From an optimization exercise on the open Yosys and OpenROAD flow, aimed at small area, a short achievable clock period and few clock cycles; shortcuts taken in it are not production practice.
No activity file was given, so power comes from the tool's default toggle rates.

== AL ==
==> flow/design.v <==
module axi4_mgr # (
  parameter unsigned AXI4_ADDR_WIDTH    = 32,
  parameter unsigned AXI4_DATA_WIDTH    = 64,
  parameter unsigned AXI_XSIZE         = (AXI4_DATA_WIDTH / 8),
  parameter unsigned DATA_COUNT_WIDTH  =  8
) (
  input  logic                         clk_i,
  input  logic                         rstn_i,
  input  logic [                2-1:0] req_i,
  input  logic [  AXI4_ADDR_WIDTH-1:0] axi_wr_addr_i,
  input  logic [  AXI4_ADDR_WIDTH-1:0] axi_rd_addr_i,
  input  logic                         wr_fifo_gnt_i,
  input  logic                         rd_fifo_req_i,
  input  logic [  AXI4_DATA_WIDTH-1:0] wr_fifo_data_i,
  input  logic [ DATA_COUNT_WIDTH-1:0] wr_data_count_i,
  input  logic [ DATA_COUNT_WIDTH-1:0] rd_data_count_i,
  output logic [                2-1:0] busy_o,    
  output logic [                2-1:0] wr_err_o,  
  output logic [                2-1:0] rd_err_o,  
  output logic                         wr_fifo_req_o,
  output logic                         rd_fifo_gnt_o,
  output logic [  AXI4_DATA_WIDTH-1:0] rd_fifo_data_o,
  output logic [  AXI4_ADDR_WIDTH-1:0] m_axi_aw_addr,
  output logic [                8-1:0] m_axi_aw_len,
  output logic [                3-1:0] m_axi_aw_size,
  output logic [                2-1:0] m_axi_aw_burst,
  output logic                         m_axi_aw_valid,
  input  logic                         m_axi_aw_ready,
  output logic [  AXI4_DATA_WIDTH-1:0] m_axi_w_data,
  output logic [AXI4_DATA_WIDTH/8-1:0] m_axi_w_strb,
  output logic                         m_axi_w_last,
  output logic                         m_axi_w_valid,
  input  logic                         m_axi_w_ready,
  input  logic [                2-1:0] m_axi_b_resp,
  input  logic                         m_axi_b_valid,
  output logic                         m_axi_b_ready,
  output logic [  AXI4_ADDR_WIDTH-1:0] m_axi_ar_addr,
  output logic [                8-1:0] m_axi_ar_len,
  output logic [                3-1:0] m_axi_ar_size,
  output logic [                2-1:0] m_axi_ar_burst,
  output logic                         m_axi_ar_valid,
  input  logic                         m_axi_ar_ready,
  input  logic [  AXI4_DATA_WIDTH-1:0] m_axi_r_data,
  input  logic [                2-1:0] m_axi_r_resp,
  input  logic                         m_axi_r_last,
  input  logic                         m_axi_r_valid,
  output logic                         m_axi_r_ready
);
  localparam int AW = AXI4_ADDR_WIDTH;
  logic          busy_wr_r, aw_valid_r, w_valid_r;
  logic [AW-1:3] aw_addr_r;
  logic [   7:0] aw_len_r;      
  logic [   1:0] wr_err_r;
  logic          w_last_r;      
  logic          busy_rd_r, ar_valid_r;
  logic [AW-1:3] ar_addr_r;
  logic [   7:0] ar_len_r;
  logic [   1:0] rd_err_r;
  logic wr_start, rd_start, w_hs, r_hs;
  assign wr_start = req_i[0] & ~busy_wr_r & (wr_data_count_i != '0);
  assign rd_start = req_i[1] & ~busy_rd_r & (rd_data_count_i != '0);
  assign w_hs     = w_valid_r & m_axi_w_ready;
  assign r_hs     = m_axi_r_valid & rd_fifo_req_i;
  assign busy_o         = {busy_rd_r, busy_wr_r};
  assign wr_err_o       = wr_err_r;
  assign rd_err_o       = rd_err_r;
  assign m_axi_aw_addr  = {aw_addr_r, 3'b000};
  assign m_axi_aw_len   = aw_len_r;
  assign m_axi_aw_size  = $clog2(AXI_XSIZE);
  assign m_axi_aw_burst = 2'b01;
  assign m_axi_aw_valid = aw_valid_r;
  assign m_axi_w_data   = wr_fifo_data_i;
  assign m_axi_w_strb   = '1;
  assign m_axi_w_last   = w_last_r;
  assign m_axi_w_valid  = w_valid_r;
  assign wr_fifo_req_o  = w_hs;
  assign m_axi_b_ready  = 1'b1;
  assign m_axi_ar_addr  = {ar_addr_r, 3'b000};
  assign m_axi_ar_len   = ar_len_r;
  assign m_axi_ar_size  = $clog2(AXI_XSIZE);
  assign m_axi_ar_burst = 2'b01;
  assign m_axi_ar_valid = ar_valid_r;
  assign m_axi_r_ready  = rd_fifo_req_i;
  assign rd_fifo_gnt_o  = r_hs;
  assign rd_fifo_data_o = m_axi_r_data;
  logic wr_s0_r, wr_s1_r;
  assign busy_wr_r  = wr_s0_r | wr_s1_r;
  assign aw_valid_r = wr_s0_r & ~wr_s1_r;
  assign w_valid_r  = wr_s0_r & wr_s1_r;
  always_ff @(posedge clk_i or negedge rstn_i) begin
    if (~rstn_i) begin
      wr_s0_r <= 1'b0;
      wr_s1_r <= 1'b0;
    end else begin
      case ({wr_s1_r, wr_s0_r})
        2'b00: wr_s0_r <= wr_start;
        2'b01: wr_s1_r <= m_axi_aw_ready;
        2'b11: wr_s0_r <= ~(m_axi_w_ready & w_last_r);
        default: wr_s1_r <= ~m_axi_b_valid;
      endcase
    end
  end
  logic [7:0] wcnt_m, wcnt_n;
  logic       wcnt_d;
  assign wcnt_m = busy_wr_r ? aw_len_r : wr_data_count_i;
  assign wcnt_d = ~busy_wr_r | w_hs;
  assign wcnt_n = wcnt_m - {7'd0, wcnt_d};
  always_ff @(posedge clk_i) begin
    if (~busy_wr_r) aw_addr_r <= axi_wr_addr_i[AW-1:3];
    aw_len_r <= wcnt_n;
    if (wcnt_d) w_last_r <= (wcnt_m == 8'd1);
  end
  always_ff @(posedge clk_i or negedge rstn_i) begin
    if (~rstn_i) begin
      busy_rd_r  <= 1'b0;
      ar_valid_r <= 1'b0;
    end else begin
      if (rd_start) begin
        busy_rd_r  <= 1'b1;
        ar_valid_r <= 1'b1;
      end else if (ar_valid_r) begin
        if (m_axi_ar_ready) ar_valid_r <= 1'b0;
      end else if (r_hs && m_axi_r_last) begin
        busy_rd_r <= 1'b0;
      end
    end
  end
  always_ff @(posedge clk_i) begin
    if (~busy_rd_r) begin
      ar_addr_r <= axi_rd_addr_i[AW-1:3];
      ar_len_r  <= rd_data_count_i - 8'd1;
    end
  end
  always_ff @(posedge clk_i or negedge rstn_i) begin
    if (~rstn_i) begin
      wr_err_r <= '0;
      rd_err_r <= '0;
    end else begin
      if (~busy_wr_r & req_i[0])   wr_err_r <= '0;
      else if (m_axi_b_resp != '0) wr_err_r <= m_axi_b_resp;
      if (~busy_rd_r & req_i[1])   rd_err_r <= '0;
      else if (m_axi_r_resp != '0) rd_err_r <= m_axi_r_resp;
    end
  end
endmodule
Settings: LEC_CHECK=0, CAP_MARGIN=20, CORE_AREA=10 10 190 190, CTS_BUF_LIST=sky130_fd_sc_hd__clkbuf_8, DIE_AREA=0 0 200 200, SETUP_SLACK_MARGIN=2.35, SLEW_MARGIN=20; clock period 4.5 ns.
standard.sh (not shown) runs the stock make flow with config.mk's settings and CLKGATE_MAP_FILE= SYNTH_SCRIPT=/design/flow/synth_recipe.tcl, a recipe that flattens the netlist after the stock synthesis.
==> flow/flow/run.sh <==
#!/bin/bash
set -euo pipefail
export BUFFER_PORTS_ARGS="-buffer_cell sky130_fd_sc_hd__buf_1"
export SKIP_REPAIR_TIE_FANOUT=1
export CTS_ARGS="-sink_clustering_enable -repair_clock_nets -dont_use_dummy_load -buf_list sky130_fd_sc_hd__clkbuf_8"
bash standard.sh finish > orfs_make.log 2>&1
AL did not stop at any stage, and its layout met the timing, DRC and antenna checks.
Inputs modified between AL and PW:
--- a/flow/design.v
+++ b/flow/design.v
@@ -83,21 +83,25 @@
   assign m_axi_r_ready  = rd_fifo_req_i;
   assign rd_fifo_gnt_o  = r_hs;
   assign rd_fifo_data_o = m_axi_r_data;
-  logic wr_s0_r, wr_s1_r;
-  assign busy_wr_r  = wr_s0_r | wr_s1_r;
-  assign aw_valid_r = wr_s0_r & ~wr_s1_r;
-  assign w_valid_r  = wr_s0_r & wr_s1_r;
   always_ff @(posedge clk_i or negedge rstn_i) begin
     if (~rstn_i) begin
-      wr_s0_r <= 1'b0;
-      wr_s1_r <= 1'b0;
+      busy_wr_r  <= 1'b0;
+      aw_valid_r <= 1'b0;
+      w_valid_r  <= 1'b0;
     end else begin
-      case ({wr_s1_r, wr_s0_r})
-        2'b00: wr_s0_r <= wr_start;
-        2'b01: wr_s1_r <= m_axi_aw_ready;
-        2'b11: wr_s0_r <= ~(m_axi_w_ready & w_last_r);
-        default: wr_s1_r <= ~m_axi_b_valid;
-      endcase
+      if (wr_start) begin
+        busy_wr_r  <= 1'b1;
+        aw_valid_r <= 1'b1;
+      end else if (aw_valid_r) begin
+        if (m_axi_aw_ready) begin
+          aw_valid_r <= 1'b0;
+          w_valid_r  <= 1'b1;
+        end
+      end else if (w_valid_r) begin
+        if (m_axi_w_ready && w_last_r) w_valid_r <= 1'b0;
+      end else if (m_axi_b_valid) begin
+        busy_wr_r <= 1'b0;
+      end
     end
   end
   logic [7:0] wcnt_m, wcnt_n;
--- outcome ---
- Going from AL to PW, proportion of power drawn by the clock network went up, area fraction in and, or, nand and nor cells after synthesis went up, aggregate global-route resource usage went down.
- Diff AL -> PW: net count after synthesis went down by 5; area used by sequential logic in the layout went up 1.1%.
No functional check of the RTL was part of any run of this note.

[afterwards: timing with drivers on the ports]
Ports are ideal in the flow. The routed layouts listed here were re-timed in OpenROAD.
Step 1 assumes that a clkbuf_16 drives the clock port and a buf_2 every other input.
Step 2 adds t to the input delays and takes it off the output delays; t is the mean of the earliest and latest rising clock arrival at the registers after step 1. Input paths then give back, and output paths get back, about the clock's delay inside the block.
a / b / c = no drivers / after step 1 / after step 2; a / b = the first two.
| run | t, ns | slack for setup (ns) | latest minus earliest clock arrival (ns) | cell pins on the clock port's net |
|---|---|---|---|---|
| AL | 0.372 | 2.355 / 2.266 / 2.011 | 0.023 / 0.023 | 1 |
| PW | 0.388 | 2.343 / 2.308 / 2.042 | 0.034 / 0.034 | 1 |
After both steps every run listed still meets setup and hold. The setup slack of AL, which loses most, moves by -0.089 ns with the drivers and by -0.344 ns with both steps.
